Background: an optimization exercise with open tools, aiming at small area, a short achievable clock period and few clock cycles. Do not read the settings as production practice. Function was checked by simulation only, so behaviour that the tests miss may differ from the original. Power and IR drop assume default switching activity.

==> build 38: inputs <==
==> flow/design.v (excerpt) <==
module Top(
    Clk,
    Reset,
    Data_in,
    Wr_En,
    Outputs,
    Re
    );
Settings: LEC_CHECK=0, ABC_CLOCK_PERIOD_IN_PS=3000, CAP_MARGIN=20, CORE_MARGIN=2, CORE_UTILIZATION=40, SETUP_SLACK_MARGIN=4.0, SLEW_MARGIN=20; clock period 7.0 ns.
run.sh (not shown) runs the stock make flow with config.mk's settings and CLKGATE_MAP_FILE= SYNTH_SCRIPT=/design/flow/synth_recipe.tcl, a recipe that flattens the netlist after the stock synthesis.
==> build 36 (differences from build 38) <==
--- a/flow/design.v
+++ b/flow/design.v
@@ -21,11 +21,11 @@
     localparam ST_WR = 2'd0, ST_HUF = 2'd1, ST_OUT = 2'd2;
     reg [1:0] st;
     reg [8:0] wc;         
     reg [1:0] ph;         
     reg       gdone;      
-    reg [3:0] hs;         
+    reg [2:0] hs;         
     wire wactive = wr_q | (wc[8] & ~gdone);
     wire ins     = wactive & ph[1];
     wire first   = wr_q & (wc == 9'd0);
     wire [2:0] hin = wr_q ? din_q[3:1] : 3'd0;
     wire       lin = din_q[0];
@@ -48,70 +48,47 @@
     reg [3:0] node [0:9];
     reg [5:0] code [0:9];
     wire [7:0] cur = cnt[din_q];
     wire [7:0] inc = cur + 8'd1;
     reg  [9:0] cand;
-    reg  [9:0] C1, C2;    
-    reg  [7:0] v1, v2;    
-    reg  [9:0] m1r, m2r;  
-    reg        multi;     
-    wire [9:0] cand0 = hs[2] ? ~C1 : 10'h3ff;
-    wire [9:0] cin   = (hs[1:0] == 2'd0) ? cand0 : cand;
-    reg  [9:0] ce;
-    reg  [1:0] ve;
-    reg  [5:0] vacc;
-    reg  [9:0] bh, bl;    
-    integer i;
+    reg  [3:0] vhi;
+    reg  [9:0] m1, m2;
+    reg  [7:0] v1, v2;
+    wire [9:0] cand0 = (hs == 3'd0) ? 10'h3ff : ~m1;
+    reg  [9:0] ch, cl;
+    reg  [3:0] vh, vl;
+    integer i, b;
     always @* begin
-        for (i = 0; i < 10; i = i + 1) begin
-            case (hs[1:0])
-                2'd0: begin bh[i] = cnt[i][7]; bl[i] = cnt[i][6]; end
-                2'd1: begin bh[i] = cnt[i][5]; bl[i] = cnt[i][4]; end
-                2'd2: begin bh[i] = cnt[i][3]; bl[i] = cnt[i][2]; end
-                default: begin bh[i] = cnt[i][1]; bl[i] = cnt[i][0]; end
-            endcase
+        ch = cand0;
+        for (b = 7; b >= 4; b = b - 1) begin : eh
+            reg [9:0] z;
+            for (i = 0; i < 10; i = i + 1) z[i] = ch[i] & ~cnt[i][b];
+            vh[b-4] = ~|z;
+            if (|z) ch = z;
         end
-    end
-    wire [9:0] zh  = cin & ~bh;
-    wire [9:0] c1s = (|zh) ? zh : cin;
-    wire [9:0] zl  = c1s & ~bl;
-    always @* begin
-        ve[1] = ~|zh;
-        ve[0] = ~|zl;
-        ce    = (|zl) ? zl : c1s;
-    end
-    function [9:0] lowest;
-        input [9:0] x;
-        integer k;
-        reg seen;
-        begin
-            seen = 1'b0;
-            for (k = 0; k < 10; k = k + 1) begin
-                lowest[k] = x[k] & ~seen;
-                seen = seen | x[k];
-            end
+        cl = cand;
+        for (b = 3; b >= 0; b = b - 1) begin : el
+            reg [9:0] z;
+            for (i = 0; i < 10; i = i + 1) z[i] = cl[i] & ~cnt[i][b];
+            vl[b] = ~|z;
+            if (|z) cl = z;
         end
-    endfunction
+    end
+    wire [9:0] pick = cl & ~(cl - 10'd1);
     function [3:0] enc;
         input [9:0] oh;
         begin
             enc[0] = oh[1] | oh[3] | oh[5] | oh[7] | oh[9];
             enc[1] = oh[2] | oh[3] | oh[6] | oh[7];
             enc[2] = oh[4] | oh[5] | oh[6] | oh[7];
             enc[3] = oh[8] | oh[9];
         end
     endfunction
-    wire [9:0] c1lo  = lowest(C1);
-    wire [9:0] c1rest = C1 & ~c1lo;
-    wire [9:0] m1  = m1r;
-    wire [9:0] m2  = multi ? m2r : lowest(C2);
-    wire [7:0] v2e = multi ? v1 : v2;
     wire [3:0] m1b = enc(m1);
     wire [3:0] m2b = enc(m2);
-    wire [7:0] s   = v1 + v2e;
-    wire       hufu = (st == ST_HUF) && (hs == 4'd8);
-    wire       upd  = hufu && (v2e != 8'hff);
+    wire [7:0] s   = v1 + v2;
+    wire       upd = (st == ST_HUF) && (hs == 3'd4) && (v2 != 8'hff);
     always @(posedge Clk) begin
         for (i = 0; i < 10; i = i + 1) begin
             if (first) begin
                 cnt[i]  <= 8'd0;
                 node[i] <= i;
@@ -130,19 +107,16 @@
             end
         end
     end
     always @(posedge Clk) begin
         if (st == ST_HUF) begin
-            cand <= ce;
-            vacc <= {vacc[3:0], ve};
-            if (hs == 4'd3) begin C1 <= ce; v1 <= {vacc, ve}; end
-            if (hs == 4'd7) begin C2 <= ce; v2 <= {vacc, ve}; end
-            if (hs == 4'd4) begin
-                m1r   <= c1lo;
-                m2r   <= lowest(c1rest);
-                multi <= |c1rest;
-            end
+            case (hs)
+                3'd0, 3'd2: begin cand <= ch; vhi <= vh; end
+                3'd1: begin m1 <= pick; v1 <= {vhi, vl}; end
+                3'd3: begin m2 <= pick; v2 <= {vhi, vl}; end
+                default: ;
+            endcase
         end
     end
     reg [6:0] P;         
     reg [6:0] ng;        
     reg [9:0] qh, qx;    
@@ -324,11 +298,11 @@
         else if (c[1]) tf = {c[0],   5'b10000};
         else           tf = 6'b100000;
     end
     always @(posedge Clk or negedge Reset) begin
         if (~Reset) begin
-            st <= ST_WR; wc <= 9'd0; ph <= 2'd0; gdone <= 1'b0; hs <= 4'd0;
+            st <= ST_WR; wc <= 9'd0; ph <= 2'd0; gdone <= 1'b0; hs <= 3'd0;
             P <= 7'd0; ng <= 7'd0; hv <= 1'b0; xv <= 1'b0; h85 <= 1'b0; x85 <= 1'b0;
             hidx <= 2'd0; ndv <= 1'b0; nd8 <= 1'b0; sc <= 4'd0;
             S <= 6'b100000; rep <= 1'b0; out_r <= 1'b0; re_r <= 1'b0;
         end else begin
             if (wr_q) wc <= wc + 9'd1;
@@ -338,16 +312,14 @@
                 P  <= 7'd11;
                 ng <= 7'd3;
             end
             if (wr_q && wc == 9'd255) st <= ST_HUF;
             if (st == ST_HUF) begin
-                if (hs == 4'd8) begin
-                    hs <= 4'd0;
-                    if (v2e == 8'hff) st <= ST_OUT;
-                end else if (hs == 4'd4 && (|c1rest))
-                    hs <= 4'd8;
-                else hs <= hs + 4'd1;
+                if (hs == 3'd4) begin
+                    hs <= 3'd0;
+                    if (v2 == 8'hff) st <= ST_OUT;
+                end else hs <= hs + 3'd1;
             end
             if (gdone) begin
                 if (fetch) begin
                     P  <= (P >= 7'd84) ? P - 7'd84 : P + 7'd2;
                     ng <= (ng == 7'd85) ? 7'd0 : ng + 7'd1;
- ABC_CLOCK_PERIOD_IN_PS: 3000 -> not set
- SETUP_SLACK_MARGIN: 4.0 -> 0.5
==> summary.txt <==
Against build 36, the synthesized cell count of build 38 is higher by 2.2%. Between build 38 and build 36, the lower core utilization is in build 36 (gap 3.2 points). Between build 36 and build 38, the lower register-to-register slack is in build 36 (gap 1.9 ns). Against build 38, the power of build 36 is lower by about 2.6%. Combinational power: build 36 is lower than build 38 (about 17%). In build 36 the first-iteration DRC count is lower than in build 38, by about 23%. Of build 36 and build 38, build 36 has the higher sequential share of layout area (gap 4.2 points). In build 38 the via count is larger than in build 36, by 7.7%. Clock skew: build 36 is higher than build 38 (0.027 ns). In build 36 the clock power is higher than in build 38, by about 0.7%.
Testbench counts of build 38, summed over its fixed seeds: cycles 11,455.
Testbench counts of build 36, summed over its fixed seeds: cycles 11,177.

-- port drivers added, routing unchanged --
Ports are ideal in the flow. The routed layouts listed here were re-timed in OpenROAD.
Step 1 sets driving cells, clkbuf_16 on the clock port and buf_2 on the other inputs (assumed; they add their load-dependent delay and slew).
Step 2 also shifts input and output timing later by t, the mid clock arrival at the registers, as if the neighbouring blocks saw the same clock.
Three values: no drivers, after step 1, after step 2; two values: the first two.
run | t, ns | setup WS [ns] | slew at the worst register clock pin (ns)
build 38 | 0.733 | 3.627 / 3.627 / 3.627 | 0.07 / 0.07
build 36 | 0.712 | 1.728 / 1.728 / 1.728 | 0.07 / 0.07
After both steps every run listed still meets setup and hold.
